This is an optimization exercise on Yosys and OpenROAD, whose aim is small area, not a production implementation. In this exercise RTL edits were held to simulation tests only and were not proved equivalent to the original. Power and IR drop assume default switching activity.

==> flow/design.v <==
`timescale 1ns / 1ps
module  n4fpga_PWM_detection #(
	parameter				WIDTH = 20              
	) (
	input 					clock_3,
	input 					RGBval,                  
	input                   Reset,                   
	output reg	[WIDTH-1:0]	high_counter,            
	output reg	[WIDTH-1:0]	low_counter              
	);
	reg			[WIDTH-1:0]	run;                     
	reg			[WIDTH-1:0]	frz;                     
	reg 					lastval;                 
	wire rise, fall;                                 
	wire ld_h, hd_h, ld_l, hd_l, ld_f, keep, lastval_d;
	cw_nor2b u_rise (.a(lastval), .bn(RGBval),  .y(rise));    
	cw_nor2b u_fall (.a(RGBval),  .bn(lastval), .y(fall));    
	cw_nor2b u_ldh  (.a(Reset), .bn(rise), .y(ld_h));         
	cw_nor2  u_hdh  (.a(Reset), .b(rise),  .y(hd_h));         
	cw_nor2b u_ldl  (.a(Reset), .bn(fall), .y(ld_l));         
	cw_nor2  u_hdl  (.a(Reset), .b(fall),  .y(hd_l));         
	cw_or2   u_ldf  (.a(ld_h), .b(ld_l), .y(ld_f));           
	cw_nor3  u_keep (.a(Reset), .b(rise), .c(fall), .y(keep));  
	cw_nor2b u_last (.a(Reset), .bn(RGBval), .y(lastval_d));
	wire [WIDTH-1:0] run_d, frz_d, high_d, low_d;
	wire [WIDTH-1:0] carry;                          
	wire [WIDTH-1:0] cnt_x;
	assign carry[1] = run[0];
	cw_nor2b u_b0 (.a(run[0]), .bn(keep), .y(run_d[0]));
	genvar i;
	generate
		for (i = 1; i < WIDTH; i = i + 1) begin : g_cnt
			cw_oai21 u_x (.a(run[i]), .b(carry[i]), .c(keep), .y(cnt_x[i]));
			cw_aoi21 u_y (.a(run[i]), .b(carry[i]), .c(cnt_x[i]), .y(run_d[i]));
			if (i < WIDTH - 1) begin : g_c
				cw_and2 u_c (.a(carry[i]), .b(run[i]), .y(carry[i+1]));
			end
		end
		for (i = 0; i < WIDTH; i = i + 1) begin : g_hold
			cw_ao22 u_f (.a(ld_f), .b(run[i]), .c(keep), .d(frz[i]),          .y(frz_d[i]));
			cw_ao22 u_h (.a(ld_h), .b(frz[i]), .c(hd_h), .d(high_counter[i]), .y(high_d[i]));
			cw_ao22 u_l (.a(ld_l), .b(frz[i]), .c(hd_l), .d(low_counter[i]),  .y(low_d[i]));
		end
	endgenerate
	always @(posedge clock_3) begin
		lastval      <= lastval_d;
		run          <= run_d;
		frz          <= frz_d;
		high_counter <= high_d;
		low_counter  <= low_d;
	end
endmodule
module cw_nor2 (input a, input b, output y);
	assign y = ~(a | b);
endmodule
module cw_nor2b (input a, input bn, output y);
	assign y = ~a & bn;
endmodule
module cw_nor3 (input a, input b, input c, output y);
	assign y = ~(a | b | c);
endmodule
module cw_or2 (input a, input b, output y);
	assign y = a | b;
endmodule
module cw_and2 (input a, input b, output y);
	assign y = a & b;
endmodule
module cw_oai21 (input a, input b, input c, output y);
	assign y = ~((a | b) & c);
endmodule
module cw_aoi21 (input a, input b, input c, output y);
	assign y = ~((a & b) | c);
endmodule
module cw_ao22 (input a, input b, input c, input d, output y);
	assign y = (a & b) | (c & d);
endmodule
`timescale 1ns / 1ps
module color_wheel_pwm (
    input               clk,
    input               reset,           
    input               rgb_red,
    input               rgb_green,
    input               rgb_blue,
    output [19:0]       red_high,
    output [19:0]       red_low,
    output [19:0]       green_high,
    output [19:0]       green_low,
    output [19:0]       blue_high,
    output [19:0]       blue_low
);
n4fpga_PWM_detection #(.WIDTH(20)) Red
           (
               .clock_3(clk),
               .Reset(reset),
               .RGBval(rgb_red),
               .high_counter(red_high),
               .low_counter(red_low)
           );
n4fpga_PWM_detection #(.WIDTH(20)) Green
           (
               .clock_3(clk),
               .Reset(reset),
               .RGBval(rgb_green),
               .high_counter(green_high),
               .low_counter(green_low)
           );
n4fpga_PWM_detection #(.WIDTH(20)) Blue
           (
               .clock_3(clk),
               .Reset(reset),
               .RGBval(rgb_blue),
               .high_counter(blue_high),
               .low_counter(blue_low)
           );
endmodule
Settings: LEC_CHECK=0, ABC_AREA=1, ABC_CLOCK_PERIOD_IN_PS=6000, CAP_MARGIN=5, CORE_MARGIN=2, CORE_UTILIZATION=70, CTS_BUF_LIST=sky130_fd_sc_hd__clkbuf_8 sky130_fd_sc_hd__clkbuf_16, CTS_CLUSTER_DIAMETER=100, CTS_CLUSTER_SIZE=30, GPL_TIMING_DRIVEN=0, SLEW_MARGIN=5, SYNTH_HIERARCHICAL=1; clock period 6.0 ns.
standard.sh (not shown) runs the stock make flow with config.mk's settings and CLKGATE_MAP_FILE= SYNTH_SCRIPT=/design/flow/synth_recipe.tcl, a recipe that flattens the netlist after the stock synthesis.
==> flow/flow/run.sh <==
#!/bin/bash
# Layout flow: the standard ORFS flow (standard.sh) with three changes.
#  1. Synthesis maps logic with an area-oriented ABC script (amap) instead of
#     ORFS's delay-oriented one; everything else in synthesis is unchanged
#     (same registers, same names).
#  2. Port buffers use the smallest buffer cell (buf_1).
#  3. CTS uses no dummy loads and larger sink clusters.
# Each make run's full output goes to a log file in the work folder; ORFS
# also keeps its per-step logs under orfs/logs.
set -euo pipefail
W=$PWD

rm -rf "$W/scripts_area"
cp -r "$FLOW_HOME/scripts" "$W/scripts_area"
cp "$W/flow/abc_area.script" "$W/scripts_area/abc_area.script"

bash "$W/standard.sh" SCRIPTS_DIR="$W/scripts_area" synth > "$W/flow_synth.log" 2>&1

bash "$W/standard.sh" \
  BUFFER_PORTS_ARGS="-buffer_cell sky130_fd_sc_hd__buf_1" \
  CTS_ARGS="$(cat "$W/flow/cts_args.txt")" \
  finish > "$W/flow_layout.log" 2>&1
==> flow/flow/abc_area.script <==
strash
dch
amap
topo
==> flow/flow/cts_args.txt <==
-sink_clustering_enable -repair_clock_nets -dont_use_dummy_load -buf_list {sky130_fd_sc_hd__clkbuf_8} -sink_clustering_size 18 -sink_clustering_max_diameter 80
The baseline passed the timing, design-rule and antenna checks.
Change:
Settings changed: CORE_UTILIZATION 70 to 40.
After rerunning:
- The new run passed the timing, design-rule and antenna checks
- global-route usage is lower by 9.8 points
- fmax rose by 2.1%
- area after synthesis stays the same
- register-to-register slack gains 0.09 ns
- flip-flop and latch count is unchanged
- synthesized cell count is unchanged
- power goes up by 0.53%
Change:
Settings changed: CAP_MARGIN 5 to 20, SLEW_MARGIN 5 to 20.
The changed run produced a clean layout.
Design area rises by 0.40%.
Die area does not change.
Synthesized area does not change.
Final cell count rises by 0.40%.
Non-clock buffer count increases by 4.

-- afterwards: timing with drivers on the ports --
No port has a modelled driver above. Below, the same layouts with a new extraction and two added sets of constraints. Step 1, drivers: a clkbuf_16 drives clk and a buf_2 each remaining input, both assumed. Step 2, shift: input delay + t, output delay - t, t = (earliest + latest rising clock arrival at the registers) / 2. This alone moves slack from input paths to output paths. Slacks: ideal / step 1 / step 2; pairs: ideal / step 1.
run | t (ns) | setup slack, ns | worst setup path after step 2 | latest minus earliest clock arrival (ns) | worst data-port slew with drivers (ns)
the first run | 0.508 | 1.783 / 1.783 / 1.783 | register to register | 0.043 / 0.043 | 0.05
the second run | 0.526 | 1.870 / 1.870 / 1.870 | register to register | 0.038 / 0.037 | 0.07
the third run | 0.529 | 1.844 / 1.844 / 1.844 | register to register | 0.039 / 0.038 | 0.06
After both steps setup and hold are still met in every run listed.
